What follows belongs to an exercise in optimizing a design on an open flow for small area and a short achievable clock period; a production flow would make more cautious choices.
Function was not checked in any run shown here: the RTL went through the layout flow alone.
No run shown here takes its clock network from TritonCTS; it comes from the design's own scripts or RTL.
No driver is modelled on the clock port, so clock power and skew are understated where the tree is cut down; a real chip needs a root buffer or a tree.

===== config.mk =====
export PLATFORM = sky130hd
export DESIGN_NAME = encoder
export DESIGN_NICKNAME = encoder
export VERILOG_FILES = /design/flow/design.v
export SDC_FILE = /design/flow/constraint.sdc
export NUM_CORES = 8
export LEC_CHECK = 0
export CAP_MARGIN = 20
export CORE_MARGIN = 2
export CORE_UTILIZATION = 65
export SLEW_MARGIN = 20

===== constraint.sdc =====
create_clock -name core_clock -period 14.0 [get_ports {clk}]
set_input_delay 2.8000 -clock core_clock [delete_from_list [all_inputs] [get_ports {clk}]]
set_output_delay 2.8000 -clock core_clock [all_outputs]
set_load 0.01 [all_outputs]

===== design.v =====
module encoder (
    input clk,
    input rst_n,
    input [31:0] data_in,
    output logic [31:0] data_out
);
    logic [7:0] cnt;              
    logic [7:0] cnt_nxt;
    logic [1:0] u, un;
    logic [5:0] v, vn;
    assign cnt_nxt = (cnt == 8'd254) ? 8'd0 : cnt + 8'd1;
    assign u = cnt[7:6];
    assign v = cnt[5:0];
    assign un = cnt_nxt[7:6];
    assign vn = cnt_nxt[5:0];
    always_ff @(posedge clk) begin
        if (!rst_n) cnt <= 8'd254;
        else cnt <= cnt_nxt;
    end
    logic acc;
    logic [7:0] cnt_nxt2;
    assign cnt_nxt2 = (cnt_nxt == 8'd254) ? 8'd0 : cnt_nxt + 8'd1;
    always_ff @(posedge clk) begin
        if (!rst_n) acc <= 1'b1;
        else acc <= (cnt_nxt2[5:0] < 6'd59) || (cnt_nxt2[5:0] == 6'd59 && cnt_nxt2[7:6] != 2'd3);
    end
    logic [3:0][7:0] enc;
    always_ff @(posedge clk) begin
        enc[3] <= data_in[31:24];
        if (acc) enc[2:0] <= data_in[23:0];
    end
    logic [7:0] el [0:3];
    logic [7:0] cat [0:7];        
    always_comb begin
        for (int s = 0; s < 4; s++) begin
            el[s] = enc[3 - s];
            cat[s] = enc[3 - s];
            cat[s + 4] = data_in[31 - 8 * s -: 8];
        end
    end
    logic [127:0] par;            
    logic [127:0] peff;
    logic [31:0] fb;              
    logic [127:0] mp;
    logic [127:0] pnew;
    logic [3:0][7:0] rot;
    logic [3:0][7:0] rot_d;
    logic ptop_n;
    always_comb begin
        ptop_n = (vn != 6'd0) && (vn <= 6'd59);
        for (int j = 0; j < 4; j++) begin
            rot_d[j] = cat[j + 3 - un];
            if ((j == 0 && vn == 6'd0) || vn > 6'd59) rot_d[j] = 8'd0;
            if (!ptop_n) rot_d[j] = rot_d[j] ^ pnew[8 * (15 - j) +: 8];
        end
    end
    always_ff @(posedge clk) begin
        rot <= rot_d;
    end
    logic first;
    always_ff @(posedge clk) begin
        if (!rst_n) first <= 1'b0;
        else first <= (vn == 6'd0);
    end
    assign peff[127:96] = par[127:96];
    assign peff[95:0] = first ? 96'd0 : par[95:0];
    always_comb begin
        for (int e = 0; e < 4; e++)
            fb[8 * e +: 8] = peff[8 * (12 + e) +: 8] ^ rot[3 - e];
        pnew = {peff[95:0], 32'd0} ^ mp;
    end
    logic [211:0] cx;
    assign cx[0] = fb[4] ^ fb[8];
    assign cx[1] = fb[3] ^ fb[21];
    assign cx[2] = fb[20] ^ fb[31];
    assign cx[3] = fb[9] ^ fb[23];
    assign cx[4] = fb[0] ^ fb[18];
    assign cx[5] = fb[5] ^ fb[28];
    assign cx[6] = fb[7] ^ fb[30];
    assign cx[7] = fb[6] ^ fb[29];
    assign cx[8] = fb[1] ^ fb[19];
    assign cx[9] = fb[16] ^ fb[24];
    assign cx[10] = fb[2] ^ fb[22];
    assign cx[11] = fb[15] ^ fb[25];
    assign cx[12] = fb[10] ^ fb[11];
    assign cx[13] = fb[26] ^ fb[27];
    assign cx[14] = fb[12] ^ fb[13];
    assign cx[15] = fb[14] ^ fb[17];
    assign cx[16] = fb[22] ^ cx[0];
    assign cx[17] = fb[16] ^ cx[3];
    assign cx[18] = cx[1] ^ cx[4];
    assign cx[19] = cx[2] ^ cx[7];
    assign cx[20] = fb[21] ^ cx[8];
    assign cx[21] = fb[10] ^ cx[5];
    assign cx[22] = fb[19] ^ cx[6];
    assign cx[23] = fb[5] ^ cx[14];
    assign cx[24] = fb[23] ^ cx[9];
    assign cx[25] = fb[25] ^ cx[10];
    assign cx[26] = fb[7] ^ fb[15];
    assign cx[27] = fb[17] ^ fb[29];
    assign cx[28] = fb[14] ^ fb[24];
    assign cx[29] = fb[6] ^ cx[15];
    assign cx[30] = fb[12] ^ cx[2];
    assign cx[31] = fb[1] ^ cx[11];
    assign cx[32] = fb[18] ^ cx[1];
    assign cx[33] = fb[3] ^ cx[12];
    assign cx[34] = fb[2] ^ fb[4];
    assign cx[35] = fb[17] ^ cx[7];
    assign cx[36] = fb[8] ^ fb[10];
    assign cx[37] = fb[5] ^ fb[13];
    assign cx[38] = fb[2] ^ cx[0];
    assign cx[39] = fb[9] ^ cx[9];
    assign cx[40] = fb[19] ^ fb[30];
    assign cx[41] = cx[6] ^ cx[8];
    assign cx[42] = cx[0] ^ cx[13];
    assign cx[43] = fb[0] ^ fb[4];
    assign cx[44] = fb[9] ^ fb[16];
    assign cx[45] = fb[11] ^ cx[16];
    assign cx[46] = fb[1] ^ cx[6];
    assign cx[47] = fb[20] ^ fb[27];
    assign cx[48] = fb[26] ^ cx[3];
    assign cx[49] = fb[14] ^ fb[27];
    assign cx[50] = fb[11] ^ fb[31];
    assign cx[51] = fb[28] ^ cx[10];
    assign cx[52] = fb[12] ^ cx[5];
    assign cx[53] = cx[11] ^ cx[22];
    assign cx[54] = fb[6] ^ fb[14];
    assign cx[55] = fb[17] ^ fb[24];
    assign cx[56] = fb[26] ^ fb[30];
    assign cx[57] = fb[20] ^ cx[4];
    assign cx[58] = cx[7] ^ cx[28];
    assign cx[59] = fb[7] ^ fb[28];
    assign cx[60] = fb[20] ^ cx[12];
    assign cx[61] = fb[29] ^ fb[31];
    assign cx[62] = fb[0] ^ cx[1];
    assign cx[63] = fb[3] ^ fb[11];
    assign cx[64] = cx[5] ^ cx[20];
    assign cx[65] = fb[13] ^ cx[21];
    assign cx[66] = cx[3] ^ cx[13];
    assign cx[67] = cx[10] ^ cx[23];
    assign cx[68] = fb[21] ^ cx[4];
    assign cx[69] = fb[18] ^ cx[8];
    assign cx[70] = fb[6] ^ fb[17];
    assign cx[71] = fb[4] ^ cx[27];
    assign cx[72] = fb[8] ^ fb[24];
    assign cx[73] = fb[27] ^ cx[26];
    assign cx[74] = fb[13] ^ cx[13];
    assign cx[75] = fb[27] ^ cx[1];
    assign cx[76] = cx[0] ^ cx[18];
    assign cx[77] = cx[15] ^ cx[40];
    assign cx[78] = cx[3] ^ cx[15];
    assign cx[79] = fb[0] ^ cx[16];
    assign cx[80] = cx[12] ^ cx[24];
    assign cx[81] = fb[7] ^ cx[31];
    assign cx[82] = fb[23] ^ fb[26];
    assign cx[83] = fb[6] ^ cx[28];
    assign cx[84] = fb[21] ^ cx[14];
    assign cx[85] = fb[22] ^ cx[2];
    assign cx[86] = cx[5] ^ cx[14];
    assign cx[87] = fb[17] ^ cx[19];
    assign cx[88] = fb[13] ^ cx[4];
    assign cx[89] = cx[21] ^ cx[66];
    assign cx[90] = fb[3] ^ fb[7];
    assign cx[91] = fb[0] ^ fb[20];
    assign cx[92] = fb[22] ^ cx[17];
    assign cx[93] = cx[29] ^ cx[57];
    assign cx[94] = fb[3] ^ cx[41];
    assign cx[95] = cx[40] ^ cx[49];
    assign cx[96] = fb[12] ^ fb[26];
    assign cx[97] = cx[25] ^ cx[42];
    assign cx[98] = fb[23] ^ cx[27];
    assign cx[99] = fb[2] ^ cx[35];
    assign cx[100] = fb[27] ^ cx[37];
    assign cx[101] = fb[1] ^ cx[21];
    assign cx[102] = fb[11] ^ cx[18];
    assign cx[103] = fb[31] ^ cx[36];
    assign cx[104] = cx[38] ^ cx[52];
    assign cx[105] = fb[1] ^ cx[47];
    assign cx[106] = fb[25] ^ cx[65];
    assign cx[107] = cx[10] ^ cx[24];
    assign cx[108] = cx[22] ^ cx[33];
    assign cx[109] = cx[5] ^ cx[30];
    assign cx[110] = fb[25] ^ cx[50];
    assign cx[111] = fb[10] ^ cx[24];
    assign cx[112] = fb[19] ^ cx[26];
    assign cx[113] = cx[14] ^ cx[16];
    assign cx[114] = fb[0] ^ cx[9];
    assign cx[115] = fb[8] ^ fb[15];
    assign cx[116] = cx[13] ^ cx[17];
    assign cx[117] = fb[11] ^ cx[11];
    assign cx[118] = cx[8] ^ cx[11];
    assign cx[119] = fb[9] ^ cx[20];
    assign cx[120] = fb[11] ^ cx[25];
    assign cx[121] = fb[4] ^ fb[30];
    assign cx[122] = fb[2] ^ cx[2];
    assign cx[123] = cx[43] ^ cx[63];
    assign cx[124] = cx[17] ^ cx[32];
    assign cx[125] = cx[6] ^ cx[39];
    assign cx[126] = cx[68] ^ cx[71];
    assign cx[127] = fb[18] ^ cx[54];
    assign cx[128] = fb[24] ^ cx[56];
    assign cx[129] = cx[11] ^ cx[42];
    assign cx[130] = cx[39] ^ cx[77];
    assign cx[131] = fb[8] ^ cx[25];
    assign cx[132] = fb[12] ^ fb[25];
    assign cx[133] = fb[16] ^ cx[13];
    assign cx[134] = fb[18] ^ cx[36];
    assign cx[135] = cx[2] ^ cx[53];
    assign cx[136] = fb[15] ^ fb[27];
    assign cx[137] = cx[16] ^ cx[61];
    assign cx[138] = cx[11] ^ cx[18];
    assign cx[139] = cx[2] ^ cx[33];
    assign cx[140] = cx[3] ^ cx[55];
    assign cx[141] = fb[8] ^ cx[17];
    assign cx[142] = fb[28] ^ cx[6];
    assign cx[143] = cx[30] ^ cx[76];
    assign cx[144] = fb[3] ^ cx[43];
    assign cx[145] = fb[21] ^ cx[56];
    assign cx[146] = fb[5] ^ fb[24];
    assign cx[147] = fb[14] ^ cx[9];
    assign cx[148] = cx[23] ^ cx[110];
    assign cx[149] = fb[10] ^ cx[47];
    assign cx[150] = fb[28] ^ cx[19];
    assign cx[151] = fb[31] ^ cx[46];
    assign cx[152] = cx[33] ^ cx[49];
    assign cx[153] = fb[19] ^ cx[82];
    assign cx[154] = cx[3] ^ cx[58];
    assign cx[155] = cx[4] ^ cx[5];
    assign cx[156] = fb[24] ^ cx[62];
    assign cx[157] = fb[4] ^ fb[26];
    assign cx[158] = fb[4] ^ cx[67];
    assign cx[159] = fb[15] ^ cx[51];
    assign cx[160] = fb[25] ^ cx[27];
    assign cx[161] = cx[29] ^ cx[32];
    assign cx[162] = cx[7] ^ cx[72];
    assign cx[163] = fb[9] ^ cx[12];
    assign cx[164] = cx[12] ^ cx[130];
    assign cx[165] = fb[16] ^ cx[11];
    assign cx[166] = fb[18] ^ cx[33];
    assign cx[167] = cx[18] ^ cx[53];
    assign cx[168] = fb[21] ^ cx[12];
    assign cx[169] = cx[10] ^ cx[42];
    assign cx[170] = cx[46] ^ cx[51];
    assign cx[171] = cx[31] ^ cx[43];
    assign cx[172] = fb[31] ^ cx[69];
    assign cx[173] = cx[64] ^ cx[88];
    assign cx[174] = cx[15] ^ cx[134];
    assign cx[175] = cx[22] ^ cx[115];
    assign cx[176] = cx[29] ^ cx[156];
    assign cx[177] = fb[29] ^ cx[44];
    assign cx[178] = cx[119] ^ cx[150];
    assign cx[179] = cx[3] ^ cx[41];
    assign cx[180] = cx[0] ^ cx[84];
    assign cx[181] = fb[29] ^ cx[89];
    assign cx[182] = cx[100] ^ cx[154];
    assign cx[183] = cx[17] ^ cx[35];
    assign cx[184] = cx[4] ^ cx[44];
    assign cx[185] = cx[1] ^ cx[2];
    assign cx[186] = cx[6] ^ cx[129];
    assign cx[187] = fb[30] ^ cx[29];
    assign cx[188] = fb[8] ^ cx[107];
    assign cx[189] = cx[36] ^ cx[70];
    assign cx[190] = fb[12] ^ cx[102];
    assign cx[191] = cx[34] ^ cx[125];
    assign cx[192] = cx[1] ^ cx[12];
    assign cx[193] = fb[9] ^ cx[31];
    assign cx[194] = cx[39] ^ cx[59];
    assign cx[195] = fb[28] ^ cx[9];
    assign cx[196] = cx[34] ^ cx[48];
    assign cx[197] = cx[18] ^ cx[26];
    assign cx[198] = cx[20] ^ cx[30];
    assign cx[199] = cx[48] ^ cx[58];
    assign cx[200] = fb[7] ^ cx[45];
    assign cx[201] = cx[67] ^ cx[171];
    assign cx[202] = cx[11] ^ cx[83];
    assign cx[203] = cx[69] ^ cx[90];
    assign cx[204] = cx[6] ^ cx[52];
    assign cx[205] = cx[12] ^ cx[26];
    assign cx[206] = fb[22] ^ cx[78];
    assign cx[207] = cx[8] ^ cx[143];
    assign cx[208] = cx[9] ^ cx[85];
    assign cx[209] = cx[1] ^ cx[46];
    assign cx[210] = fb[13] ^ cx[34];
    assign cx[211] = cx[3] ^ cx[123];
    assign mp[0] = cx[9] ^ cx[95] ^ cx[122] ^ cx[155];
    assign mp[1] = fb[28] ^ cx[62] ^ cx[87] ^ cx[118];
    assign mp[2] = fb[7] ^ cx[13] ^ cx[61] ^ cx[64] ^ cx[79] ^ cx[147];
    assign mp[3] = fb[31] ^ cx[4] ^ cx[7] ^ cx[118] ^ cx[206];
    assign mp[4] = fb[14] ^ fb[31] ^ cx[13] ^ cx[24] ^ cx[26] ^ cx[101];
    assign mp[5] = fb[27] ^ cx[99] ^ cx[117] ^ cx[195];
    assign mp[6] = fb[3] ^ fb[16] ^ cx[4] ^ cx[96] ^ cx[142] ^ cx[160];
    assign mp[7] = fb[30] ^ cx[71] ^ cx[74] ^ cx[172];
    assign mp[8] = fb[6] ^ fb[8] ^ cx[23] ^ cx[112] ^ cx[152] ^ cx[208];
    assign mp[9] = fb[20] ^ cx[17] ^ cx[29] ^ cx[59] ^ cx[117] ^ cx[180];
    assign mp[10] = fb[19] ^ cx[13] ^ cx[44] ^ cx[87] ^ cx[102];
    assign mp[11] = fb[1] ^ fb[13] ^ fb[15] ^ cx[5] ^ cx[50] ^ cx[76] ^ cx[187];
    assign mp[12] = fb[13] ^ cx[38] ^ cx[105] ^ cx[166] ^ cx[177];
    assign mp[13] = cx[62] ^ cx[104] ^ cx[164];
    assign mp[14] = cx[16] ^ cx[23] ^ cx[87] ^ cx[166] ^ cx[193];
    assign mp[15] = cx[22] ^ cx[23] ^ cx[127] ^ cx[168] ^ cx[196];
    assign mp[16] = cx[50] ^ cx[70] ^ cx[88] ^ cx[97] ^ cx[194];
    assign mp[17] = cx[15] ^ cx[132] ^ cx[181] ^ cx[203];
    assign mp[18] = cx[27] ^ cx[36] ^ cx[44] ^ cx[53] ^ cx[85];
    assign mp[19] = fb[4] ^ fb[6] ^ fb[13] ^ fb[21] ^ cx[25] ^ cx[47] ^ cx[111] ^ cx[142];
    assign mp[20] = cx[18] ^ cx[34] ^ cx[182];
    assign mp[21] = cx[16] ^ cx[21] ^ cx[94] ^ cx[202];
    assign mp[22] = fb[5] ^ fb[7] ^ cx[19] ^ cx[114] ^ cx[117] ^ cx[196];
    assign mp[23] = fb[5] ^ cx[9] ^ cx[13] ^ cx[132] ^ cx[189] ^ cx[209];
    assign mp[24] = fb[14] ^ fb[20] ^ fb[23] ^ cx[14] ^ cx[32] ^ cx[120];
    assign mp[25] = fb[15] ^ cx[1] ^ cx[28] ^ cx[113] ^ cx[153];
    assign mp[26] = fb[9] ^ cx[38] ^ cx[136] ^ cx[146] ^ cx[190];
    assign mp[27] = cx[3] ^ cx[9] ^ cx[38] ^ cx[60] ^ cx[64] ^ cx[127];
    assign mp[28] = cx[7] ^ cx[17] ^ cx[37] ^ cx[112] ^ cx[174];
    assign mp[29] = cx[93] ^ cx[163] ^ cx[175];
    assign mp[30] = cx[184] ^ cx[198] ^ cx[205];
    assign mp[31] = cx[10] ^ cx[14] ^ cx[20] ^ cx[55] ^ cx[60];
    assign mp[32] = cx[9] ^ cx[59] ^ cx[76] ^ cx[149];
    assign mp[33] = cx[39] ^ cx[45] ^ cx[64] ^ cx[160];
    assign mp[34] = cx[1] ^ cx[97] ^ cx[183] ^ cx[204];
    assign mp[35] = cx[37] ^ cx[87] ^ cx[92] ^ cx[145];
    assign mp[36] = fb[28] ^ cx[24] ^ cx[85] ^ cx[144] ^ cx[187];
    assign mp[37] = fb[23] ^ fb[31] ^ cx[81] ^ cx[126] ^ cx[146];
    assign mp[38] = fb[5] ^ fb[6] ^ fb[16] ^ cx[56] ^ cx[69] ^ cx[131];
    assign mp[39] = fb[19] ^ cx[66] ^ cx[70] ^ cx[90] ^ cx[122];
    assign mp[40] = cx[8] ^ cx[73] ^ cx[109] ^ cx[211];
    assign mp[41] = cx[7] ^ cx[38] ^ cx[84] ^ cx[91] ^ cx[101];
    assign mp[42] = fb[0] ^ fb[23] ^ cx[19] ^ cx[95] ^ cx[159] ^ cx[180];
    assign mp[43] = fb[29] ^ cx[45] ^ cx[84] ^ cx[95];
    assign mp[44] = fb[13] ^ cx[45] ^ cx[49] ^ cx[94] ^ cx[114];
    assign mp[45] = cx[31] ^ cx[38] ^ cx[78] ^ cx[109] ^ cx[114];
    assign mp[46] = fb[10] ^ fb[26] ^ cx[32] ^ cx[37] ^ cx[99] ^ cx[193];
    assign mp[47] = cx[4] ^ cx[54] ^ cx[108] ^ cx[169];
    assign mp[48] = cx[75] ^ cx[80] ^ cx[137] ^ cx[204];
    assign mp[49] = cx[35] ^ cx[86] ^ cx[92] ^ cx[110] ^ cx[121];
    assign mp[50] = cx[45] ^ cx[74] ^ cx[161] ^ cx[195];
    assign mp[51] = fb[31] ^ cx[138] ^ cx[164];
    assign mp[52] = fb[20] ^ cx[5] ^ cx[13] ^ cx[41] ^ cx[72] ^ cx[98] ^ cx[138];
    assign mp[53] = fb[24] ^ fb[30] ^ cx[4] ^ cx[97] ^ cx[178];
    assign mp[54] = cx[41] ^ cx[131] ^ cx[181] ^ cx[185];
    assign mp[55] = cx[19] ^ cx[51] ^ cx[66] ^ cx[121] ^ cx[192];
    assign mp[56] = fb[30] ^ cx[2] ^ cx[68] ^ cx[80] ^ cx[113];
    assign mp[57] = fb[24] ^ cx[20] ^ cx[148] ^ cx[206];
    assign mp[58] = cx[38] ^ cx[50] ^ cx[145] ^ cx[202];
    assign mp[59] = cx[37] ^ cx[60] ^ cx[124] ^ cx[186];
    assign mp[60] = cx[5] ^ cx[40] ^ cx[74] ^ cx[93] ^ cx[141];
    assign mp[61] = cx[73] ^ cx[174] ^ cx[178];
    assign mp[62] = fb[18] ^ fb[21] ^ cx[51] ^ cx[60] ^ cx[175] ^ cx[177];
    assign mp[63] = fb[22] ^ cx[3] ^ cx[27] ^ cx[30] ^ cx[40] ^ cx[192];
    assign mp[64] = fb[8] ^ cx[15] ^ cx[59] ^ cx[105] ^ cx[120] ^ cx[124];
    assign mp[65] = fb[10] ^ fb[19] ^ cx[71] ^ cx[96] ^ cx[124] ^ cx[159];
    assign mp[66] = fb[14] ^ fb[29] ^ cx[20] ^ cx[106] ^ cx[191];
    assign mp[67] = fb[15] ^ cx[68] ^ cx[89] ^ cx[151] ^ cx[162];
    assign mp[68] = cx[19] ^ cx[32] ^ cx[77] ^ cx[111];
    assign mp[69] = cx[45] ^ cx[55] ^ cx[68] ^ cx[135];
    assign mp[70] = fb[5] ^ fb[25] ^ fb[26] ^ cx[4] ^ cx[92] ^ cx[198];
    assign mp[71] = cx[20] ^ cx[74] ^ cx[91] ^ cx[107] ^ cx[189];
    assign mp[72] = fb[12] ^ cx[118] ^ cx[176] ^ cx[200];
    assign mp[73] = fb[24] ^ cx[48] ^ cx[57] ^ cx[81] ^ cx[158];
    assign mp[74] = fb[23] ^ cx[42] ^ cx[55] ^ cx[67] ^ cx[205];
    assign mp[75] = fb[4] ^ fb[22] ^ cx[73] ^ cx[140] ^ cx[173];
    assign mp[76] = cx[60] ^ cx[98] ^ cx[104] ^ cx[197];
    assign mp[77] = fb[30] ^ cx[7] ^ cx[8] ^ cx[18] ^ cx[23] ^ cx[44] ^ cx[45];
    assign mp[78] = fb[10] ^ cx[2] ^ cx[29] ^ cx[158] ^ cx[179];
    assign mp[79] = cx[37] ^ cx[54] ^ cx[80] ^ cx[122] ^ cx[197];
    assign mp[80] = fb[3] ^ cx[34] ^ cx[52] ^ cx[53] ^ cx[116];
    assign mp[81] = cx[13] ^ cx[19] ^ cx[55] ^ cx[65] ^ cx[144];
    assign mp[82] = fb[2] ^ cx[8] ^ cx[115] ^ cx[190] ^ cx[199];
    assign mp[83] = fb[1] ^ fb[22] ^ cx[65] ^ cx[72] ^ cx[82] ^ cx[91];
    assign mp[84] = fb[11] ^ fb[15] ^ fb[26] ^ cx[0] ^ cx[41] ^ cx[52] ^ cx[58] ^ cx[62];
    assign mp[85] = fb[27] ^ cx[19] ^ cx[125] ^ cx[201];
    assign mp[86] = fb[2] ^ cx[82] ^ cx[106] ^ cx[151] ^ cx[176];
    assign mp[87] = fb[3] ^ fb[18] ^ cx[50] ^ cx[58] ^ cx[81] ^ cx[169];
    assign mp[88] = fb[26] ^ cx[21] ^ cx[54] ^ cx[185] ^ cx[188];
    assign mp[89] = cx[11] ^ cx[75] ^ cx[183] ^ cx[200];
    assign mp[90] = cx[30] ^ cx[161] ^ cx[191];
    assign mp[91] = cx[59] ^ cx[93] ^ cx[153] ^ cx[165] ^ cx[210];
    assign mp[92] = cx[35] ^ cx[51] ^ cx[73] ^ cx[111] ^ cx[172];
    assign mp[93] = fb[2] ^ fb[25] ^ fb[28] ^ cx[22] ^ cx[57] ^ cx[63] ^ cx[98];
    assign mp[94] = fb[29] ^ cx[128] ^ cx[207];
    assign mp[95] = cx[2] ^ cx[25] ^ cx[100] ^ cx[119] ^ cx[121];
    assign mp[96] = fb[9] ^ fb[26] ^ cx[6] ^ cx[79] ^ cx[83] ^ cx[86];
    assign mp[97] = fb[0] ^ cx[81] ^ cx[103] ^ cx[182];
    assign mp[98] = fb[16] ^ cx[12] ^ cx[201];
    assign mp[99] = fb[17] ^ cx[170] ^ cx[211];
    assign mp[100] = fb[3] ^ cx[88] ^ cx[103] ^ cx[170] ^ cx[199];
    assign mp[101] = cx[11] ^ cx[34] ^ cx[61] ^ cx[152] ^ cx[179];
    assign mp[102] = fb[15] ^ cx[33] ^ cx[34] ^ cx[109] ^ cx[128];
    assign mp[103] = cx[0] ^ cx[7] ^ cx[75] ^ cx[148];
    assign mp[104] = cx[25] ^ cx[27] ^ cx[39] ^ cx[57] ^ cx[108];
    assign mp[105] = fb[17] ^ fb[25] ^ cx[56] ^ cx[80] ^ cx[207];
    assign mp[106] = fb[10] ^ cx[23] ^ cx[43] ^ cx[61] ^ cx[133] ^ cx[209];
    assign mp[107] = cx[0] ^ cx[19] ^ cx[44] ^ cx[49] ^ cx[106] ^ cx[203];
    assign mp[108] = fb[22] ^ cx[5] ^ cx[32] ^ cx[54] ^ cx[157] ^ cx[165];
    assign mp[109] = fb[5] ^ fb[23] ^ cx[35] ^ cx[79] ^ cx[112] ^ cx[133];
    assign mp[110] = cx[46] ^ cx[47] ^ cx[70] ^ cx[141] ^ cx[155];
    assign mp[111] = fb[18] ^ cx[20] ^ cx[99] ^ cx[103] ^ cx[194];
    assign mp[112] = fb[25] ^ cx[7] ^ cx[48] ^ cx[108] ^ cx[113] ^ cx[147];
    assign mp[113] = cx[2] ^ cx[12] ^ cx[23] ^ cx[78] ^ cx[186];
    assign mp[114] = fb[27] ^ cx[5] ^ cx[24] ^ cx[137] ^ cx[167];
    assign mp[115] = fb[1] ^ fb[7] ^ cx[15] ^ cx[86] ^ cx[139];
    assign mp[116] = cx[10] ^ cx[36] ^ cx[48] ^ cx[167];
    assign mp[117] = cx[8] ^ cx[79] ^ cx[116] ^ cx[139];
    assign mp[118] = cx[104] ^ cx[105] ^ cx[140] ^ cx[168];
    assign mp[119] = cx[25] ^ cx[32] ^ cx[86] ^ cx[162] ^ cx[163];
    assign mp[120] = fb[17] ^ cx[17] ^ cx[75] ^ cx[135] ^ cx[210];
    assign mp[121] = cx[15] ^ cx[18] ^ cx[21] ^ cx[157] ^ cx[208];
    assign mp[122] = fb[8] ^ cx[10] ^ cx[19] ^ cx[37] ^ cx[46] ^ cx[63] ^ cx[184];
    assign mp[123] = cx[14] ^ cx[31] ^ cx[83] ^ cx[149];
    assign mp[124] = fb[28] ^ cx[2] ^ cx[77] ^ cx[116] ^ cx[123];
    assign mp[125] = cx[9] ^ cx[30] ^ cx[101] ^ cx[126] ^ cx[136];
    assign mp[126] = fb[30] ^ cx[35] ^ cx[120] ^ cx[173];
    assign mp[127] = fb[14] ^ fb[18] ^ cx[19] ^ cx[94] ^ cx[96] ^ cx[188];
    always_ff @(posedge clk) begin
        par <= pnew;
    end
    logic [3:0] msg;
    logic [7:0] tw [0:19];
    logic [31:0] dnext;
    always_comb begin
        for (int i = 0; i < 4; i++) tw[i] = par[8 * (15 - i) +: 8];
        for (int i = 0; i < 16; i++) tw[i + 4] = pnew[8 * (15 - i) +: 8];
        for (int s = 0; s < 4; s++) begin
            msg[s] = (v <= 6'd58) || (v == 6'd59 && s < 3 - u) || (v == 6'd63 && s >= 3 - u);
            dnext[31 - 8 * s -: 8] = msg[s] ? el[s] : tw[s + u + 1];
        end
    end
    always_ff @(posedge clk) begin
        data_out <= dnext;
    end
endmodule

===== flow/run.sh =====
#!/bin/bash
# Standard layout, except: the synthesis maps with flow/abc_speed.script,
# the clock tree is flow/ctree.tcl's two-level tree, the ports get plain
# buffers, timing repair aims below the period, and the wire capacitance
# the placement-stage timing estimates use is scaled up by 1.3 (closer to
# the extracted values).
set -euo pipefail
rm -rf scripts_local
cp -r "$FLOW_HOME/scripts" scripts_local
cp flow/abc_speed.script scripts_local/abc_speed.script
sed -i 's|^log_cmd clock_tree_synthesis .*|source $::env(CTREE_TCL)|' scripts_local/cts.tcl
grep -q CTREE_TCL scripts_local/cts.tcl
python3 - "$FLOW_HOME/platforms/sky130hd/setRC.tcl" 1.3 > setRC_scaled.tcl <<'PY'
import re, sys
s = open(sys.argv[1]).read()
k = float(sys.argv[2])
print(re.sub(r'-capacitance ([0-9.Ee+-]+)', lambda m: '-capacitance %g' % (float(m.group(1)) * k), s))
PY
export LAYER_PARASITICS_FILE=$PWD/setRC_scaled.tcl
export CTREE_TCL=$PWD/flow/ctree.tcl
export CTREE_LEAF=20
export SCRIPTS_DIR=$PWD/scripts_local
export BUFFER_PORTS_ARGS="-buffer_cell sky130_fd_sc_hd__buf_2"
export SETUP_SLACK_MARGIN=10.2
bash standard.sh > standard.log 2>&1

===== flow/abc_speed.script =====
strash
dch -f
&get -n
&nf -R 1000 -p
&put
topo
stime -c

===== flow/ctree.tcl =====
# Two-level clock tree in place of clock_tree_synthesis: the clock port drives
# one buffer per quadrant of the clock sinks, and each of those drives the
# leaf buffers of its quadrant (at most CTREE_LEAF sinks per leaf).
set ct_block [ord::get_db_block]
set ct_dbu [$ct_block getDbUnitsPerMicron]
set ct_buf sky130_fd_sc_hd__clkbuf_16
set ct_leaf [expr {[info exists ::env(CTREE_LEAF)] ? $::env(CTREE_LEAF) : 20}]

proc ct_centroid {pts} {
  set sx 0.0; set sy 0.0
  foreach p $pts { set sx [expr {$sx + [lindex $p 1]}]; set sy [expr {$sy + [lindex $p 2]}] }
  set n [llength $pts]
  return [list [expr {$sx / $n}] [expr {$sy / $n}]]
}
# split {pin x y} items into k near-equal parts along x (idx 1) or y (idx 2)
proc ct_split {pts k idx} {
  set s [lsort -real -index $idx $pts]
  set n [llength $s]
  set out {}
  for {set i 0} {$i < $k} {incr i} {
    lappend out [lrange $s [expr {($n * $i) / $k}] [expr {($n * ($i + 1)) / $k - 1}]]
  }
  return $out
}
proc ct_span {pts idx} {
  set l [lsort -real -index $idx $pts]
  return [expr {[lindex $l end $idx] - [lindex $l 0 $idx]}]
}
proc ct_um {v} { return [expr {$v / double($::ct_dbu)}] }

set ct_sinks {}
foreach p [get_pins -of_objects [get_nets clk]] {
  lassign [[sta::sta_to_db_pin $p] getAvgXY] ok x y
  lappend ct_sinks [list $p $x $y]
}
puts "ctree: [llength $ct_sinks] clock sinks"

set ct_quads {}
foreach half [ct_split $ct_sinks 2 1] {
  foreach q [ct_split $half 2 2] { lappend ct_quads $q }
}
set qi 0
foreach q $ct_quads {
  set nleaf [expr {int(ceil([llength $q] / double($ct_leaf)))}]
  set idx [expr {[ct_span $q 1] > [ct_span $q 2] ? 1 : 2}]
  set leafxy {}
  set li 0
  foreach g [ct_split $q $nleaf $idx] {
    set pins {}
    foreach p $g { lappend pins [lindex $p 0] }
    lassign [ct_centroid $g] cx cy
    set bname "ctree_leaf_${qi}_${li}"
    insert_buffer -buffer_cell $ct_buf -net clk -load_pins $pins \
      -location [list [ct_um $cx] [ct_um $cy]] \
      -buffer_name $bname -net_name "ctree_net_leaf_${qi}_${li}"
    lappend leafxy [list x $cx $cy]
    incr li
  }
  # insert_buffer adds a number to the names: find this quadrant's leaves
  set leafpins {}
  foreach p [get_pins -of_objects [get_nets clk]] {
    if {[string match "ctree_leaf_${qi}_*" [get_full_name $p]]} { lappend leafpins $p }
  }
  lassign [ct_centroid $leafxy] cx cy
  insert_buffer -buffer_cell $ct_buf -net clk -load_pins $leafpins \
    -location [list [ct_um $cx] [ct_um $cy]] \
    -buffer_name "ctree_q_${qi}" -net_name "ctree_net_q_${qi}"
  incr qi
}
foreach net [$ct_block getNets] {
  if {[string match ctree_net_* [$net getName]]} { $net setSigType CLOCK }
}
[$ct_block findNet clk] setSigType CLOCK
set_propagated_clock [all_clocks]
puts "ctree: clock port drives [llength [get_pins -of_objects [get_nets clk]]] pins"

===== standard.sh =====
#!/bin/bash
# synth_recipe.tcl (not shown) runs the flow's synth.tcl, then flattens the netlist and writes it again
# the make line also repeats each setting of config.mk as NAME=value (left out here)
make -C /OpenROAD-flow-scripts/flow DESIGN_CONFIG=/design/flow/config.mk WORK_HOME=/design/flow/orfs CLKGATE_MAP_FILE= SYNTH_SCRIPT=/design/flow/synth_recipe.tcl "${@:-finish}"

==> results of run 1 <==
stage by stage:
| step | instance area (sq um) | cells | setup slack, ns |
|---|---|---|---|
| 2_1_floorplan | 15400 | 1591 | 10.22 |
| 3_3_place_gp | 16800 | 2065 | 9.27 |
| 3_5_place_dp | 16900 | 2066 | 10.12 |
| 4_1_cts | 17300 | 2082 | 10.24 |
| 5_1_grt | 17600 | 2082 | 10.09 |
| 6_report | 17600 | 2083 | 10.38 |
per-layer routing:
metal  share of wire, %  wire (um)  global-route usage [%]  up-vias
met4                8.9       5100                    32.4        0
met3                 12       6660                    8.92      266
met2                 43      24700                    71.1     1029
met5                  0          0                       0        -
met1                 36      20800                    56.3     6032
li1                   -          -                       -     5546
cell families (layout without fill, tap and decap cells):
| family | Yosys count | count (layout) | share of synthesized area (%) |
|---|---|---|---|
| AOI/OAI and AO/OA | 170 | 170 | 7.87 |
| xor gates and xnor gates | 871 | 871 | 50.0 |
| adders and majority gates | 5 | 5 | 0.408 |
| buffers and inverters | 13 | 185 | 0.318 |
| DFF | 234 | 234 | 32.1 |
| other | 0 | 1 | 0 |
| and+or+nand+nor | 298 | 298 | 9.35 |
registers in the layout, indices dropped and copies added, names as in the netlist:
name      cells
acc           1
cnt           8
data_out     32
enc          32
first         1
par         128
rot          32
area by class of cell, without the clock buffers:
class	count	area share [%]
inverter	13	0.278
multi-input combinational	1344	61.3
timing repair buffer	156	5.77
tap	319	2.27
sequential	234	28.1
antenna	1	0.0143
cell usage after synthesis, types with 6 or more instances:
library cell | count | share of area, %
xnor2_1 | 681 | 39
dfxtp_1 | 210 | 27
xor2_1 | 187 | 11
nand2_1 | 97 | 2.4
nor2_1 | 71 | 1.7
nand2b_1 | 56 | 2.3
a21oi_1 | 46 | 1.5
nor2b_1 | 46 | 1.9
a222oi_1 | 28 | 1.8
o21ai_0 | 26 | 0.85
a221oi_1 | 25 | 1.4
edfxtp_1 | 24 | 4.7
clkinv_1 | 13 | 0.32
a22oi_1 | 11 | 0.54
a31oi_1 | 8 | 0.33
nand3_1 | 7 | 0.23
a21boi_0 | 6 | 0.29
a221o_1 | 6 | 0.39
path summary, 6_finish.rpt:
path / slack, ns / cells past startpoint / endpoint / startpoint
worst max-delay path: 10.38 / 1 / data_out[11] / data_out[11]
worst min-delay path: 0.48 / 2 / data_out[31] / enc[31]
worst max register to register: 10.50 / 12 / data_out[1] / par[112]
worst min register to register: 0.48 / 2 / data_out[31] / enc[31]
==> results by group, run 1 <==
Global route
  – Vias in the first global route: around 13000
  – Global Route Usage Sum: around 46%
  – Total grt overflow: 0
  – Initial antenna violation count: 1
  – First-pass GRT wire length: a little over 80000 um
  – Largest net degree at the start of global routing: 54

Cells and area
  – NumNets Final: approximately 1800
  – FF+latch area: ~5000 sq um
  – Footprint of the multi-input gates: 10800 sq um
  – Filler cells: ~1700
  – Fin util: about 75%
  – Most common cell after layout, fill and taps aside: xnor2_1
  – Layout cells sized above 1: between 10% and 20%
  – Most frequent cells in the layout: xnor2_1 (654), dfxtp_1 (209), xor2_1 (171)
  – Area Growth Syn to Fin: 14.4%

Critical path
  – Largest stage delay, worst path: approximately 0.37 ns
  – Bufs and invs on worst path: 1
  – Critical path data arrival time: 0.82 ns
  – CP required: 11.20 ns
  – CP startpoint kind: flip-flop
  – Crit-path slowest cell: dfxtp_1
  – CP cell instances: buf_2
  – CP Class: flip-flop to primary output
  – Worst path top cell family by delay: flip-flops
  – Crit-path max FO: 1
  – CP endpoint kind: primary output

Timing
  – Max Fclk: 0.277 GHz
  – Worst Tran Pin Value: approximately 1.0 ns
  – Clock Skews: 0.0302 ns
  – RSZ-0062 raised after global routing: yes
  – Tmin final: about 3.6 ns
  – Slew headroom: between 30% and 40%
  – Hold WS: 0.485 ns
  – Final hold violations: 0
  – Setup TNS: 0 ns
  – Final Max Slew Viols: 0
  – Final setup violation count: 0
  – Tcrit/Tclk final: around 26%

Synthesis
  – Yosys cell types: 34
  – Asr flop ratio synth: 0%
  – Syn_nets: 1630
  – Number of synthesis warnings: 4
  – Register bit total from synthesis: approximately 230
  – Post-synthesis cell area: 15300 sq um
  – EDFF count, synth: 24
  – Mapped Cells: 1591
  – Seq/Total Area, Yosys: roughly a third
  – Average cell area after synthesis: between 9 and 10 sq um
  – Synth Flop Type: dfxtp_1

Worst hold path
  – Hold Path Class: flip-flop to flip-flop

Route
  – Routed vias: between 10000 and 15000
  – Antenna-violating nets left: 0
  – DR pass1 iterations: 7
  – Initial DRC count: 1913
  – Post-Route WL: 57200 um
  – Vias/cell: about 6.2
  – Per-cell routed wire length: roughly 27 um
  – DRC: 0

Clock tree
  – Post-cts resize count: 7
  – CTS clock-pin slew for the worst setup and hold paths: 0.08 ns
  – Setup bufs post-CTS: 0
  – Clk Latency, worst-skew pair: slightly above 0.3 ns
  – Hold buffers post-CTS: 0

Floorplan
  – Standard-cell row count: 56
  – Ports: 66
  – DIE WIDTH: 158 um
  – Core area: 23300 sq um
  – Full die area: approximately 25000 sq um
  – Initial Util: roughly 66%
  – Die H: roughly 160 um

Placed design
  – PortBufs: 65
  – RePlAce Congestion: 1.10
  – HPWL after detailed placement: approximately 43000 um

Job
  – Max Cap Violations: 0

Status
  – Status: no timing/DRC/antenna violations
==> run 2, diff against run 1 <==
--- a/flow/run.sh
+++ b/flow/run.sh
@@ -21,2 +21,4 @@
 export CTREE_LEAF=20
+export CTREE_BUF_LEAF=sky130_fd_sc_hd__clkbuf_16
+export CTREE_BUF_TOP=sky130_fd_sc_hd__clkbuf_16
 export SCRIPTS_DIR=$PWD/scripts_local
==> flow/abc_speed.script (replaced) <==
strash
&get -n
&dch -f
&nf -R 1000 -p
&put
topo
stime -c
--- a/flow/ctree.tcl
+++ b/flow/ctree.tcl
@@ -5,3 +5,4 @@
 set ct_dbu [$ct_block getDbUnitsPerMicron]
-set ct_buf sky130_fd_sc_hd__clkbuf_16
+set ct_buf_leaf [expr {[info exists ::env(CTREE_BUF_LEAF)] ? $::env(CTREE_BUF_LEAF) : "sky130_fd_sc_hd__clkbuf_16"}]
+set ct_buf_top [expr {[info exists ::env(CTREE_BUF_TOP)] ? $::env(CTREE_BUF_TOP) : "sky130_fd_sc_hd__clkbuf_16"}]
 set ct_leaf [expr {[info exists ::env(CTREE_LEAF)] ? $::env(CTREE_LEAF) : 20}]
@@ -52,3 +53,3 @@
     set bname "ctree_leaf_${qi}_${li}"
-    insert_buffer -buffer_cell $ct_buf -net clk -load_pins $pins \
+    insert_buffer -buffer_cell $ct_buf_leaf -net clk -load_pins $pins \
       -location [list [ct_um $cx] [ct_um $cy]] \
@@ -63,4 +64,5 @@
   }
+  if {$li == 1} { incr qi; continue }
   lassign [ct_centroid $leafxy] cx cy
-  insert_buffer -buffer_cell $ct_buf -net clk -load_pins $leafpins \
+  insert_buffer -buffer_cell $ct_buf_top -net clk -load_pins $leafpins \
     -location [list [ct_um $cx] [ct_um $cy]] \
==> results by group, run 2 <==
Clock tree
  – Clk Latency, worst-skew pair: 0.31 ns (about the same)
  – CTS clock-pin slew for the worst setup and hold paths: 0.10 ns (+0.02 ns)
  – Hold buffers post-CTS: 0 (unchanged)

Critical path
  – Bufs and invs on worst path: 1 (unchanged)
  – CP Class: flip-flop to primary output
  – CP startpoint kind: flip-flop
  – CP cell instances: buf_2
  – R2r startpoint: rot[1]
  – Crit path launch: data_out[24]
  – CP endpoint kind: primary output
  – CP required: 11.20 ns (about the same)
  – Crit-path max FO: 1 (unchanged)
  – Critical path data arrival time: 0.77 ns (-0.05 ns)
  – Crit-path slowest cell: dfxtp_1
  – Largest stage delay, worst path: 0.34 ns (-0.03 ns)
  – Worst path top cell family by delay: flip-flops

Route
  – Antenna-violating nets left: 0 (unchanged)
  – Initial DRC count: 1800 (-5.9%)
  – Post-Route WL: 54900 um (-4.1%)
  – DR pass1 iterations: 9 (+2)
  – Per-cell routed wire length: 26.9 um (-2.1%)
  – Vias/cell: 6.15 (-0.42%)
  – DRC: 0 (unchanged)
  – Routed vias: 12600 (-2.4%)

Timing
  – Final Max Slew Viols: 0 (unchanged)
  – Tmin final: 3.57 ns (-0.0457 ns)
  – Max Fclk: 0.280 GHz (+1.3%)
  – Setup TNS: 0 ns (unchanged)
  – Clock Skews: 0.0313 ns (+0.00107 ns)
  – Worst Tran Pin Value: 0.984 ns (-0.0186 ns)
  – Final hold violations: 0 (unchanged)
  – Final setup violation count: 0 (unchanged)
  – RSZ-0062 raised after global routing: no
  – Tcrit/Tclk final: 25.5% (-0.33 points)
  – Slew headroom: 34.1% (+1.5 points)

Synthesis
  – Commonest cells in the netlist: xnor2_1 (671), dfxtp_1 (210), xor2_1 (200)
  – Top cell type's share of synthesized area: 38.8% (-0.058 points)
  – Syn_nets: 1586 (-2.7%)
  – Ranking of synthesized cells by area: xnor2_1 (39%), dfxtp_1 (28%), xor2_1 (12%), edfxtp_1 (4.8%), a222oi_1 (3.1%)
  – Synth Flop Type: dfxtp_1
  – Number of synthesis warnings: 4 (unchanged)
  – Cell taking the most area after synthesis: xnor2_1
  – Register bit total from synthesis: 234 (unchanged)
  – Average cell area after synthesis: 9.79 sq um (+1.5%)
  – Asr flop ratio synth: 0% (unchanged)
  – Seq/Total Area, Yosys: 32.5% (+0.43 points)
  – Count leader, synth: xnor2_1
  – Yosys cell types: 27 (-21%)
  – Post-synthesis cell area: 15100 sq um (-1.3%)
  – Mapped Cells: 1547 (-2.8%)
  – EDFF count, synth: 24 (unchanged)

Placed design
  – HPWL after detailed placement: 40800 um (-4.6%)
  – PortBufs: 65 (unchanged)
  – RePlAce Congestion: 1.11 (+1.4%)

Floorplan
  – Initial Util: 66.5% (+0.71 points)
  – Ports: 66 (unchanged)
  – Standard-cell row count: 55 (-1.8%)
  – DIE WIDTH: 157 um (-0.65%)
  – Core area: 22800 sq um (-2.4%)
  – Full die area: 24500 sq um (-1.3%)
  – Die H: 157 um (-0.65%)

Global route
  – Total grt overflow: 0 (unchanged)
  – Global Route Usage Sum: 44.5% (-0.98 points)
  – Initial antenna violation count: 0 (-1)
  – First-pass GRT wire length: 79400 um (-3.0%)
  – Vias in the first global route: 12300 (-1.8%)
  – Largest net degree at the start of global routing: 43 (-20%)

Cells and area
  – Most frequent cells in the layout: xnor2_1 (639), dfxtp_1 (209), xor2_1 (182)
  – Layout cells sized above 1: 14.1% (+1.4 points)
  – Area Growth Syn to Fin: 15.7%
  – Fin util: 76.9% (+1.7 points)
  – NumNets Final: 1769 (-1.9%)
  – Filler cells: 1628 (-6.8%)
  – Max reg flops: 128 (unchanged)
  – Largest Register: par
  – Most common cell after layout, fill and taps aside: xnor2_1
  – N_diodes: 0 (-1)

Worst hold path
  – Min-delay src: par[2]
  – Hold Path Class: flip-flop to flip-flop

Status
  – Status: no timing/DRC/antenna violations

Job
  – Max Cap Violations: 0 (unchanged)
==> run 2: changes by cell type after synthesis, sizes merged, moves of 8 or more <==
cell and change:
a21oi -8, a221oi -25, a31oi +35, o21ai -24, xnor2 -10, xor2 +13, nor2 -11, a222oi +19
nand2 -12
==> run 2: metal layers <==
metal  GRT usage, %  up-vias  share of wire, %
met4           28.2        0               8.1
met1           56.1     5861                36
met5              0        -                 0
met3           8.70      260                12
li1               -     5433                 -
met2           70.1     1006                43
==> run 2: what timing repair did <==
action,in CTS,in global routing
resized for setup,16,24
pin swaps,0,5
setup endpoints to repair,29,28
buffers inserted,0,6
==> run 2: final timing paths <==
check / depth (start not counted) / slack (ns) / end
setup / recovery: 1 / 10.43 / data_out[24]
hold / removal: 2 / 0.46 / par[34]
setup reg to reg: 11 / 10.49 / data_out[1]
hold reg to reg: 2 / 0.46 / par[34]
==> run 2: metrics by stage <==
step,hold WS [ns],instances,instance area [sq um],setup slack [ns]
2_1_floorplan,0.451,1547,15200,10.21
3_3_place_gp,0.459,2019,16700,9.23
3_5_place_dp,0.468,2019,16700,10.10
4_1_cts,0.469,2035,17300,10.20
5_1_grt,0.529,2041,17500,10.17
6_report,0.462,2041,17500,10.43
==> run 2: area by class of cell, without the clock buffers <==
class                   count  area, sq um  share of cell area, %
inverters                  11         41.3                  0.236
well taps                 313          392                   2.23
flip-flops and latches    234         4930                   28.1
multi-input cells        1302        10700                   61.0
repair buffers            165         1080                   6.14
==> run 2: cell families (layout without fill, tap and decap cells) <==
family / count (synthesis) / count (layout) / synth area share [%]
flip-flops: 234 / 234 / 32.5
adder cells (fa/ha/maj): 5 / 5 / 0.413
buffers and inverters: 11 / 192 / 0.273
AO/OA/AOI/OAI: 160 / 160 / 7.79
XOR/XNOR: 872 / 872 / 50.5
AND/OR/NAND/NOR: 265 / 265 / 8.49
==> run 3, diff against run 2 <==
--- a/flow/run.sh
+++ b/flow/run.sh
@@ -25,3 +25,3 @@
 export BUFFER_PORTS_ARGS="-buffer_cell sky130_fd_sc_hd__buf_2"
-export SETUP_SLACK_MARGIN=10.2
+export SETUP_SLACK_MARGIN=10.25
 bash standard.sh > standard.log 2>&1
==> flow/abc_speed.script (replaced) <==
strash
dch -f
&get -n
&nf -R 1000 -p
&put
topo
stime -c
==> results by group, run 3 <==
Timing
  – Worst Tran Pin Value: 0.954 ns (-0.0308 ns)
  – RSZ-0062 raised after global routing: yes
  – Tmin final: 3.58 ns (+0.0149 ns)
  – Final hold violations: 0 (unchanged)
  – Final Max Slew Viols: 0 (unchanged)
  – Setup TNS: 0 ns (unchanged)
  – Tcrit/Tclk final: 25.6% (+0.11 points)
  – Final setup violation count: 0 (unchanged)
  – Slew headroom: 36.1% (+2.0 points)
  – Max Fclk: 0.279 GHz (-0.42%)
  – Clock Skews: 0.0253 ns (-0.00596 ns)

Placed design
  – RePlAce Congestion: 1.06 (-4.5%)
  – HPWL after detailed placement: 41400 um (+1.5%)
  – Cells after DPL: 2063 (+2.2%)
  – PortBufs: 65 (unchanged)

Synthesis
  – Number of synthesis warnings: 4 (unchanged)
  – Post-synthesis cell area: 15300 sq um (+1.3%)
  – Cell taking the most area after synthesis: xnor2_1
  – EDFF count, synth: 24 (unchanged)
  – Commonest cells in the netlist: xnor2_1 (681), dfxtp_1 (210), xor2_1 (187)
  – Synth Flop Type: dfxtp_1
  – Count leader, synth: xnor2_1
  – Yosys cell types: 34 (+26%)
  – Top cell type's share of synthesized area: 38.9% (+0.058 points)
  – Asr flop ratio synth: 0% (unchanged)
  – Syn_nets: 1630 (+2.8%)
  – Mapped Cells: 1591 (+2.8%)
  – Seq/Total Area, Yosys: 32.1% (-0.43 points)
  – Average cell area after synthesis: 9.65 sq um (-1.5%)
  – Ranking of synthesized cells by area: xnor2_1 (39%), dfxtp_1 (27%), xor2_1 (11%), edfxtp_1 (4.7%), nand2_1 (2.4%)
  – Register bit total from synthesis: 234 (unchanged)

Route
  – DRC: 0 (unchanged)
  – Per-cell routed wire length: 26.5 um (-1.4%)
  – Antenna-violating nets left: 0 (unchanged)
  – Initial DRC count: 1537 (-15%)
  – Routed vias: 12400 (-0.97%)
  – Vias/cell: 5.98 (-2.8%)
  – Post-Route WL: 55100 um (+0.46%)
  – DR pass1 iterations: 7 (-2)

Critical path
  – CP endpoint kind: primary output
  – Bufs and invs on worst path: 1 (unchanged)
  – Largest stage delay, worst path: 0.36 ns (+0.02 ns)
  – Crit-path max FO: 1 (unchanged)
  – Critical path data arrival time: 0.78 ns (about the same)
  – Crit-path slowest cell: dfxtp_1
  – R2r startpoint: par[96]
  – CP cell instances: buf_2
  – Crit path launch: data_out[30]
  – Critical Path Stages: 1 (unchanged)
  – CP required: 11.20 ns (about the same)
  – CP startpoint kind: flip-flop
  – CP Class: flip-flop to primary output
  – Worst setup endpoint: data_out[30]
  – R2r worst-path depth: 12 (+1)
  – R2R Setup Slk: 10.56 ns (+0.07 ns)
  – Worst path top cell family by delay: flip-flops
  – R2r endpoint: data_out[9]

Floorplan
  – DIE WIDTH: 158 um (+0.65%)
  – Die H: 158 um (+0.65%)
  – Ports: 66 (unchanged)
  – Core area: 23300 sq um (+2.4%)
  – Standard-cell row count: 56 (+1.8%)
  – Initial Util: 65.8% (-0.71 points)
  – Full die area: 24900 sq um (+1.3%)

Cells and area
  – Most frequent cells in the layout: xnor2_1 (654), dfxtp_1 (209), xor2_1 (175)
  – Most common cell after layout, fill and taps aside: xnor2_1
  – Filler cells: 1777 (+9.2%)
  – Layout cells sized above 1: 12.3% (-1.7 points)
  – N_diodes: 0 (unchanged)
  – Area Growth Syn to Fin: 14.1%
  – Largest Register: par
  – NumNets Final: 1802 (+1.9%)
  – Final cell count without fillers: 2080 (+1.9%)
  – Max reg flops: 128 (unchanged)

Global route
  – Global Route Usage Sum: 44.3% (-0.25 points)
  – Largest net degree at the start of global routing: 54 (+26%)
  – Vias in the first global route: 12300 (-0.23%)
  – First-pass GRT wire length: 79400 um (about the same)
  – Initial antenna violation count: 0 (unchanged)
  – Total grt overflow: 0 (unchanged)

Clock tree
  – CTS clock-pin slew for the worst setup and hold paths: 0.08 ns (-0.02 ns)
  – Setup bufs post-CTS: 0 (unchanged)
  – Hold buffers post-CTS: 0 (unchanged)
  – Clk Latency, worst-skew pair: 0.31 ns (about the same)

Worst hold path
  – Min-delay src: enc[26]
  – Hold Path Class: flip-flop to flip-flop

Job
  – Max Cap Violations: 0 (unchanged)

Status
  – Status: no timing/DRC/antenna violations
-- run 3: cell count changes after synthesis, sizes merged, moves of 10 or more --
cell    before  now
xor2       200  187
nand2       85   97
nor2        60   71
a31oi       43    8
o21ai        2   26
xnor2      671  681
a222oi      47   28
a221oi       0   25
-- run 3: worst min path at each step --
stage | cells past startpoint | slack (ns) | endpoint
3_3_place_gp | 2 | 0.44 | data_out[31]
3_5_place_dp | 2 | 0.44 | data_out[26]
5_1_grt | 2 | 0.51 | data_out[26]
6_report | 2 | 0.46 | data_out[26]
2_1_floorplan | 2 | 0.42 | data_out[25]
4_1_cts | 2 | 0.47 | data_out[26]
-- run 3: kinds of logic (layout without fill, tap and decap cells) --
kind of cell               after synthesis  in the layout  synth area share [%]
adders and majority gates                5              5                 0.408
buffers and inverters                   13            183                 0.318
and+or+nand+nor                        298            298                  9.35
xor gates and xnor gates               871            871                  50.0
DFF                                    234            234                  32.1
AOI/OAI and AO/OA                      170            170                  7.87
-- run 3: layer usage --
layer  wire, um  global-route usage, %  part of all wire, %
met3       6190                   8.81                   11
met5          0                      0                    0
met4       4670                   29.1                  8.5
met2      24400                   71.0                   44
met1      19900                   54.1                   36
-- run 3: worst min-delay path, cell delays in order (launching register included) --
cell and delay, ns:
dfxtp_1 0.33, nand2_1 0.05, o21ai_0 0.05
-- run 3: per-stage QoR --
| step | utilization (%) | hold slack (ns) | instance area, sq um | setup WS, ns |
|---|---|---|---|---|
| after CTS | 74.2 | 0.469 | 17300 | 10.26 |
| after detailed placement | 72.2 | 0.438 | 16900 | 9.79 |
| after floorplan | - | 0.420 | 15400 | 10.31 |
| after global placement | 72.2 | 0.438 | 16800 | 9.78 |
| final | 75.1 | 0.456 | 17500 | 10.42 |
| after global routing | 75.1 | 0.506 | 17500 | 10.14 |
-- run 3: cell type report, without the clock buffers --
cell class	instances	area (sq um)	area share (%)
multi-input combinational	1344	10700	61.3
sequential	234	4930	28.1
timing repair buffer	154	997	5.69
tap	319	399	2.28
inverter	13	48.8	0.279
-- run 3: timing repair --
action,CTS,global route
gates resized for setup,8,25
endpoints found under the setup margin,41,34
cloned,0,0
hold endpoints to repair,0,0
==> run 4, diff against run 3 <==
--- a/design.v
+++ b/design.v
@@ -53,3 +53,3 @@
             if ((j == 0 && vn == 6'd0) || vn > 6'd59) rot_d[j] = 8'd0;
-            if (!ptop_n) rot_d[j] = rot_d[j] ^ pnew[8 * (15 - j) +: 8];
+            if (ptop_n) rot_d[j] = rot_d[j] ^ pnew[8 * (15 - j) +: 8];
         end
@@ -68,3 +68,3 @@
         for (int e = 0; e < 4; e++)
-            fb[8 * e +: 8] = peff[8 * (12 + e) +: 8] ^ rot[3 - e];
+            fb[8 * e +: 8] = rot[3 - e];
         pnew = {peff[95:0], 32'd0} ^ mp;
==> flow/abc_speed.script (replaced) <==
strash
&get -n
&dch -f
&nf -R 1000 -p
&put
topo
stime -c
==> results by group, run 4 <==
Synthesis
  – Count leader, synth: xnor2_1
  – Ranking of synthesized cells by area: xnor2_1 (39%), dfxtp_1 (27%), xor2_1 (11%), edfxtp_1 (4.9%), a222oi_1 (3.0%)
  – Commonest cells in the netlist: xnor2_1 (653), dfxtp_1 (202), xor2_1 (185)
  – Cell taking the most area after synthesis: xnor2_1
  – Syn_nets: 1556 (-4.5%)
  – Seq/Total Area, Yosys: 32.3% (+0.22 points)
  – Average cell area after synthesis: 9.72 sq um (+0.77%)
  – Post-synthesis cell area: 14700 sq um (-3.9%)
  – Number of synthesis warnings: 4 (unchanged)
  – Mapped Cells: 1517 (-4.7%)
  – Register bit total from synthesis: 226 (-3.4%)
  – Synth Flop Type: dfxtp_1
  – Top cell type's share of synthesized area: 38.8% (-0.080 points)
  – EDFF count, synth: 24 (unchanged)
  – Yosys cell types: 32 (-5.9%)
  – Asr flop ratio synth: 0% (unchanged)

Worst hold path
  – Hold Path Class: flip-flop to flip-flop
  – Min-delay src: par[57]
  – WHS Path Cells: 2 (unchanged)

Critical path
  – Crit-path slowest cell: dfxtp_1
  – Largest stage delay, worst path: 0.35 ns (about the same)
  – Critical Path Stages: 1 (unchanged)
  – CP startpoint kind: flip-flop
  – Crit path launch: data_out[1]
  – Critical path data arrival time: 0.78 ns (about the same)
  – CP cell instances: buf_2
  – CP Class: flip-flop to primary output
  – Worst path top cell family by delay: flip-flops
  – R2r worst-path depth: 10 (-2)
  – R2r startpoint: rot[23]
  – Bufs and invs on worst path: 1 (unchanged)
  – R2R Setup Slk: 10.60 ns (+0.04 ns)
  – CP required: 11.20 ns (about the same)
  – CP endpoint kind: primary output
  – Crit-path max FO: 1 (unchanged)

Global route
  – Global Route Usage Sum: 42.5% (-1.7 points)
  – Vias in the first global route: 11400 (-6.9%)
  – Largest net degree at the start of global routing: 97 (+80%)
  – Total grt overflow: 0 (unchanged)
  – Initial antenna violation count: 0 (unchanged)
  – First-pass GRT wire length: 75100 um (-5.4%)

Timing
  – Final Max Slew Viols: 0 (unchanged)
  – Final setup violation count: 0 (unchanged)
  – Tcrit/Tclk final: 25.6% (-0.031 points)
  – Tmin final: 3.58 ns (-0.00430 ns)
  – RSZ-0062 raised after global routing: yes
  – Clock Skews: 0.0289 ns (+0.00361 ns)
  – Max Fclk: 0.279 GHz (+0.12%)
  – Worst Tran Pin Value: 1.02 ns (+0.0672 ns)
  – Setup TNS: 0 ns (unchanged)
  – Final hold violations: 0 (unchanged)
  – Slew headroom: 31.5% (-4.7 points)

Placed design
  – RePlAce Congestion: 1.08 (+1.8%)
  – PortBufs: 65 (unchanged)
  – HPWL after detailed placement: 38200 um (-7.6%)

Cells and area
  – Fin util: 74.1% (-0.95 points)
  – N_diodes: 0 (unchanged)
  – Most frequent cells in the layout: xnor2_1 (641), dfxtp_1 (197), xor2_1 (182)
  – Filler cells: 1687 (-5.1%)
  – Layout cells sized above 1: 11.6% (-0.68 points)
  – Largest Register: par
  – NumNets Final: 1725 (-4.3%)
  – Max reg flops: 120 (-6.3%)
  – Area Growth Syn to Fin: 12.8%
  – Most common cell after layout, fill and taps aside: xnor2_1

Floorplan
  – DIE WIDTH: 155 um (-1.9%)
  – Core area: 22400 sq um (-3.9%)
  – Ports: 66 (unchanged)
  – Full die area: 23900 sq um (-3.8%)
  – Standard-cell row count: 55 (-1.8%)
  – Initial Util: 65.7% (about the same)
  – Die H: 155 um (-1.9%)

Clock tree
  – Hold buffers post-CTS: 0 (unchanged)
  – Clk Latency, worst-skew pair: 0.31 ns (about the same)
  – Setup bufs post-CTS: 0 (unchanged)
  – Post-cts resize count: 5 (-3)
  – CTS clock-pin slew for the worst setup and hold paths: 0.08 ns (about the same)

Route
  – Routed vias: 12100 (-2.6%)
  – Post-Route WL: 51900 um (-5.9%)
  – DR pass1 iterations: 11 (+4)
  – DRC: 0 (unchanged)
  – Antenna-violating nets left: 0 (unchanged)
  – Vias/cell: 6.15 (+2.8%)
  – Per-cell routed wire length: 26.4 um (-0.59%)
  – Initial DRC count: 1989 (+29%)

Job
  – Max Cap Violations: 0 (unchanged)

Status
  – Status: no timing/DRC/antenna violations
## run 4: cell types whose count changed in the layout (fill, tap and decap cells not counted), sizes merged, moves of 7 or more
cell / before / now
o21ai: 26 / 10
a222oi: 28 / 44
a211oi: 0 / 8
nor2: 71 / 58
nand2: 97 / 86
a21oi: 46 / 39
dfxtp: 210 / 202
a22oi: 11 / 21
a221oi: 25 / 1
xnor2: 681 / 653
a31oi: 8 / 30
## run 4: tightest hold or removal path: cells and delay by family, from the launching register on
family / cells / cell delay, ns
xor gates and xnor gates: 1 / 0.07
DFF: 1 / 0.30
and+or+nand+nor: 1 / 0.07
## run 4: cell type report, without the clock buffers
type | instances | area, sq um | share of cell area [%]
flip-flops and latches | 226 | 4770 | 28.7
inverters | 13 | 48.8 | 0.293
well taps | 285 | 357 | 2.14
repair buffers | 151 | 983 | 5.91
multi-input cells | 1278 | 10100 | 60.6
## run 4: worst paths after layout
| check | endpoint |
|---|---|
| worst max-delay path | data_out[1] |
| worst min-delay path | par[89] |
| worst max register to register | data_out[2] |
| worst min register to register | par[89] |
## run 4: stage by stage
| step | area (sq um) | setup WS [ns] | hold WS [ns] | std cells |
|---|---|---|---|---|
| final | 16600 | 10.42 | 0.479 | 1969 |
| after global routing | 16600 | 10.07 | 0.511 | 1969 |
| after CTS | 16600 | 10.24 | 0.484 | 1969 |
| after detailed placement | 16200 | 10.28 | 0.469 | 1953 |
| after global placement | 16100 | 10.08 | 0.464 | 1953 |
| after floorplan | 14700 | 10.34 | 0.449 | 1517 |
## run 4: cell families (layout without fill, tap and decap cells)
logic type                 Yosys count  in the layout  synth area share [%]
xor gates and xnor gates           838            838                  49.8
and+or+nand+nor                    265            265                  8.76
DFF                                226            226                  32.3
adders and majority gates            5              5                 0.424
buffers and inverters               13            180                 0.331
AOI/OAI and AO/OA                  170            170                  8.42
## run 4: layer usage
| layer | routed length [um] | up-vias | global-route usage, % | share of wire (%) |
|---|---|---|---|---|
| met4 | 3350 | 0 | 20.0 | 6.5 |
| met5 | 0 | - | 0 | 0 |
| li1 | - | 5324 | - | - |
| met1 | 20100 | 5710 | 58.1 | 39 |
| met2 | 21700 | 860 | 64.3 | 42 |
| met3 | 6750 | 215 | 9.27 | 13 |

[afterwards: timing with drivers on the ports]
The flow's constraints put no driver on any port. The routed layouts listed below were extracted and timed again, unchanged, in two steps. Step 1, drivers: a clkbuf_16 drives clk and a buf_2 each remaining input, both assumed. Step 2, shift: input delay + t, output delay - t, t = (earliest + latest rising clock arrival at the registers) / 2. This alone moves slack from input paths to output paths. a / b / c = ideal / step 1 / step 2; a / b = the first two.
run | t (ns) | setup slack, ns | hold WS [ns] | worst slew at a driven data input, ns | cell pins on the clock port's net
run 1 | 0.412 | 10.385 / 10.271 / 10.275 | 0.485 / 0.485 / 0.485 | 0.04 | 4
run 2 | 0.411 | 10.430 / 10.317 / 10.267 | 0.462 / 0.462 / 0.462 | 0.04 | 4
run 3 | 0.407 | 10.415 / 10.305 / 10.218 | 0.456 / 0.456 / 0.456 | 0.03 | 4
run 4 | 0.419 | 10.420 / 10.296 / 10.164 | 0.479 / 0.479 / 0.479 | 0.03 | 4
After both steps setup and hold are still met in every run listed. For run 4, which loses most, drivers alone change the setup slack by -0.124 ns; drivers and shift together by -0.256 ns.
